This is an optimization exercise on Yosys and OpenROAD, whose aim is small area and a short achievable clock period, not a production implementation. Power figures rest on the tool's default switching activity, not on a simulated workload.

Setup of job 1798:
==> flow/design.v <==
module CPU (clk, input_8bit, output_8bit, cmd_addr, cmd_8bit, rst);
  input  wire       clk;
  input  wire       rst;
  input  wire [7:0] input_8bit;
  input  wire [7:0] cmd_8bit;
  output wire [7:0] output_8bit;
  output reg  [7:0] cmd_addr;
  reg [7:0] r0, r1, r2, r3, r4, r5;
  reg [7:0] f;
  reg       boot;
  wire [1:0] op = cmd_8bit[7:6];
  wire [2:0] s  = cmd_8bit[5:3];
  wire [2:0] d  = cmd_8bit[2:0];
  wire is_imm = (op == 2'b00);
  wire is_cal = (op == 2'b01);
  wire is_cpy = (op == 2'b10);
  wire is_cnd = (op == 2'b11);
  wire [6:0] q;
  genvar k;
  generate
    for (k = 0; k < 7; k = k + 1) begin : dec
      assign q[k] = (s == k);
    end
  endgenerate
  wire out_en_n;
  OVT_NEN uen (.op(op), .rst(rst), .d(d), .y(out_en_n));
  wire [7:0] bus;
  genvar i;
  generate
    for (i = 0; i < 8; i = i + 1) begin : src
      wire x01, x23, x45;
      wire x6 = ~(q[6] & input_8bit[i]);
      OVT_AOI22 u01 (.a(q[0]), .b(r0[i]), .c(q[1]), .d(r1[i]), .y(x01));
      OVT_AOI22 u23 (.a(q[2]), .b(r2[i]), .c(q[3]), .d(r3[i]), .y(x23));
      OVT_AOI22 u45 (.a(q[4]), .b(r4[i]), .c(q[5]), .d(r5[i]), .y(x45));
      OVT_NAND4 ub  (.a(x01), .b(x23), .c(x45), .d(x6), .y(bus[i]));
      OVT_AOI41 uo  (.a(x01), .b(x23), .c(x45), .d(x6), .e(out_en_n), .y(output_8bit[i]));
    end
  endgenerate
  wire [7:0] sa  = r1 + r2;
  wire [7:0] ss  = r1 - r2;
  wire [7:0] sum = d[0] ? ss : sa;
  wire [7:0] g   = r1 & r2;
  wire [7:0] o   = r1 | r2;
  wire [7:0] lg  = (d[0] ? g : o) ^ {8{d[0] ^ d[1]}};
  wire [7:0] alu = d[2] ? (d[1] ? 8'd0 : sum) : lg;
  wire z = (r3 == 8'd0);
  wire n = r3[7];
  wire t = d[2] ^ (d[0] & z | d[1] & n);
  wire jump = is_cnd & t;
  wire [7:0] r0_in = {8{~rst}} & (is_imm ? cmd_8bit : bus);
  wire [7:0] r3_in = {8{~rst}} & (is_cal ? alu : bus);
  wire [7:0] rx_in = {8{~rst}} & bus;
  wire we0 = rst | is_imm | (is_cpy & d == 3'd0);
  wire we1 = rst | (is_cpy & d == 3'd1);
  wire we2 = rst | (is_cpy & d == 3'd2);
  wire we3 = rst | is_cal | (is_cpy & d == 3'd3);
  wire we4 = rst | (is_cpy & d == 3'd4);
  wire we5 = rst | (is_cpy & d == 3'd5);
  always @(posedge clk) begin
    if (we0) r0 <= r0_in;
    if (we1) r1 <= rx_in;
    if (we2) r2 <= rx_in;
    if (we3) r3 <= r3_in;
    if (we4) r4 <= rx_in;
    if (we5) r5 <= rx_in;
  end
  always @(posedge clk) begin
    if (rst) begin
      cmd_addr <= 8'd0;
      f        <= 8'd0;
      boot     <= 1'b1;
    end else begin
      cmd_addr <= f;
      f        <= jump ? r0 : f + {7'd0, ~boot};
      boot     <= 1'b0;
    end
  end
endmodule
module OVT_AOI22 (a, b, c, d, y);
  input  wire a, b, c, d;
  output wire y;
  assign y = ~(a & b | c & d);
endmodule
module OVT_NAND4 (a, b, c, d, y);
  input  wire a, b, c, d;
  output wire y;
  assign y = ~(a & b & c & d);
endmodule
module OVT_AOI41 (a, b, c, d, e, y);
  input  wire a, b, c, d, e;
  output wire y;
  assign y = ~(a & b & c & d | e);
endmodule
module OVT_NEN (op, rst, d, y);
  input  wire [1:0] op;
  input  wire       rst;
  input  wire [2:0] d;
  output wire       y;
  assign y = ~(op[1] & ~op[0] & ~rst & d[2] & d[1] & ~d[0]);
endmodule
clock: 6.0 ns
lec_check: 0
cap_margin: 20
core_margin: 2
core_utilization: 40
setup_slack_margin: 2.4
slew_margin: 20
standard.sh (not shown) runs the stock make flow with config.mk's settings and CLKGATE_MAP_FILE= SYNTH_SCRIPT=/design/flow/synth_recipe.tcl, a recipe that flattens the netlist after the stock synthesis.
==> flow/flow/run.sh <==
#!/bin/bash
# Own layout flow: the standard ORFS flow (standard.sh), with these changes:
#  - synthesis is the standard flow's synthesis script unchanged except for the abc script
#    (flow/abc.script, an area-oriented mapping); registers are mapped by the
#    same dfflibmap step before abc, so their names and cells are unchanged;
#  - extra ORFS make variables, one per line, from flow/make_args
#    (port buffer cell, clock tree options).
# Every tool's output goes to flow.log in the work folder, and ORFS writes its
# own per-step logs under orfs/logs.
set -euo pipefail
W=$(pwd)
sed 's#log_cmd abc {\*}\$abc_args#log_cmd abc -script '"$W"'/flow/abc.script {*}[lrange $abc_args 2 end]#' \
  "$FLOW_HOME/scripts/synth.tcl" > "$W/my_synth.tcl"
grep -q 'flow/abc.script' "$W/my_synth.tcl"
sed "s#source \$::env(SCRIPTS_DIR)/synth.tcl#source $W/my_synth.tcl#" "$W/synth_recipe.tcl" > "$W/my_synth_recipe.tcl"
grep -q 'my_synth.tcl' "$W/my_synth_recipe.tcl"
sed "s#SYNTH_SCRIPT=[^ ]*#SYNTH_SCRIPT=$W/my_synth_recipe.tcl#" "$W/standard.sh" > "$W/my_standard.sh"
grep -q 'my_synth_recipe.tcl' "$W/my_standard.sh"
args=()
if [[ -f "$W/flow/make_args" ]]; then
  while IFS= read -r line; do
    [[ -n "$line" && "$line" != \#* ]] && args+=("$line")
  done < "$W/flow/make_args"
fi
bash "$W/my_standard.sh" "${args[@]}" finish > "$W/flow.log" 2>&1
==> flow/flow/abc.script <==
strash
&get -n
&dch
&nf -R 1000 -p
&put
==> flow/flow/make_args <==
BUFFER_PORTS_ARGS=-buffer_cell sky130_fd_sc_hd__buf_2
CTS_ARGS=-sink_clustering_enable -repair_clock_nets -dont_use_dummy_load -sink_clustering_size 30 -sink_clustering_max_diameter 150
SYNTH_KEEP_MODULES=OVT_AOI22 OVT_NAND4 OVT_AOI41 OVT_NEN
REMOVE_ABC_BUFFERS=1
Both conditions hold for job 1798: the flow ran to the end and the final layout passed the timing, design-rule and antenna checks.
The inputs of job 9113 differ from those of job 1798 as listed below.
Settings: swapping 2.4 for 2.5 in SETUP_SLACK_MARGIN.
--- outcome ---
- Job 9113: no failed stages, no open violations at the end
- Job 1798 went all the way through synthesis, placement and routing and the layout is clean on timing, DRC and antenna.
- Relative to job 1798, power per cell area decreased by 1.2% in job 9113.
- Taking job 1798 as the reference, in job 9113 vias after detailed routing picked up an extra 30; clock skew after layout saw little to no change.
Edits applied to the flow inputs when going from job 9113 to job 3605:
Settings: SETUP_SLACK_MARGIN: 2.5 -> 2.9.
--- a/flow/flow/make_args
+++ b/flow/flow/make_args
@@ -2,3 +2,2 @@
 CTS_ARGS=-sink_clustering_enable -repair_clock_nets -dont_use_dummy_load -sink_clustering_size 30 -sink_clustering_max_diameter 150
 SYNTH_KEEP_MODULES=OVT_AOI22 OVT_NAND4 OVT_AOI41 OVT_NEN
-REMOVE_ABC_BUFFERS=1
==> comparison <==
- Time the worst path needs with I/O delays and setup is higher on job 9113
- Job 9113 tops out at a lower clock frequency than job 3605.
- Compared with job 9113, in job 3605 area of all placed cells without fillers climbed about 9%, fraction of final layout cells sized beyond drive strength 1 now larger, sequential share of layout area down 3.7 points, fraction of area in multi-input gates increased by 0.36 points relative to the old numbers, measured slew at the worst slew-check pin moved up.
- Looking at power dissipated in the clock network across both flows, job 3605 is the stronger of the two, with job 9113 trailing.
- Between job 3605 and job 9113, the critical path buffer and inverter count figures differ only marginally.
- The routed wire length of job 3605 falls short of that of job 9113 by 2.0%.
- The more densely filled core belongs to job 3605, not job 9113.
What job 8107 does differently from job 3605 at the input level:
Settings: SETUP_SLACK_MARGIN now 2.3, was 2.9.
Notes after the runs:
Wire: job 8107 routes more than job 3605. Between job 8107 and job 3605, it is job 8107 whose power density normalized to cell area is higher, by about 9%. Job 3605 → job 8107: total clock network power higher; count of flip-flops and latches roughly the same. In job 8107, clock latency of the later-clocked register in the worst-skew pair is higher than in job 3605.
Function was not checked in any run of this note: the RTL went through the layout flow alone.

static timing again, ports no longer ideal:
The results above use ideal ports. As a check the final layouts listed here were re-extracted and re-timed, cells and wires unchanged.
Step 1, drivers: a clkbuf_16 drives clk and a buf_2 each remaining input, both assumed.
Step 2 also shifts input and output timing later by t, the mid clock arrival at the registers, as if the neighbouring blocks saw the same clock.
a / b / c = ideal / step 1 / step 2; a / b = the first two.
run	t (ns)	setup WS [ns]	pins driven straight from the clock port
job 1798	0.369	2.498 / 2.464 / 2.404	1
job 9113	0.367	2.475 / 2.441 / 2.441	1
job 3605	0.353	2.648 / 2.597 / 2.585	1
job 8107	0.369	2.412 / 2.387 / 2.304	1
After both steps setup and hold are still met in every run listed. For job 8107, which loses most, drivers alone change the setup slack by -0.025 ns; drivers and shift together by -0.108 ns.
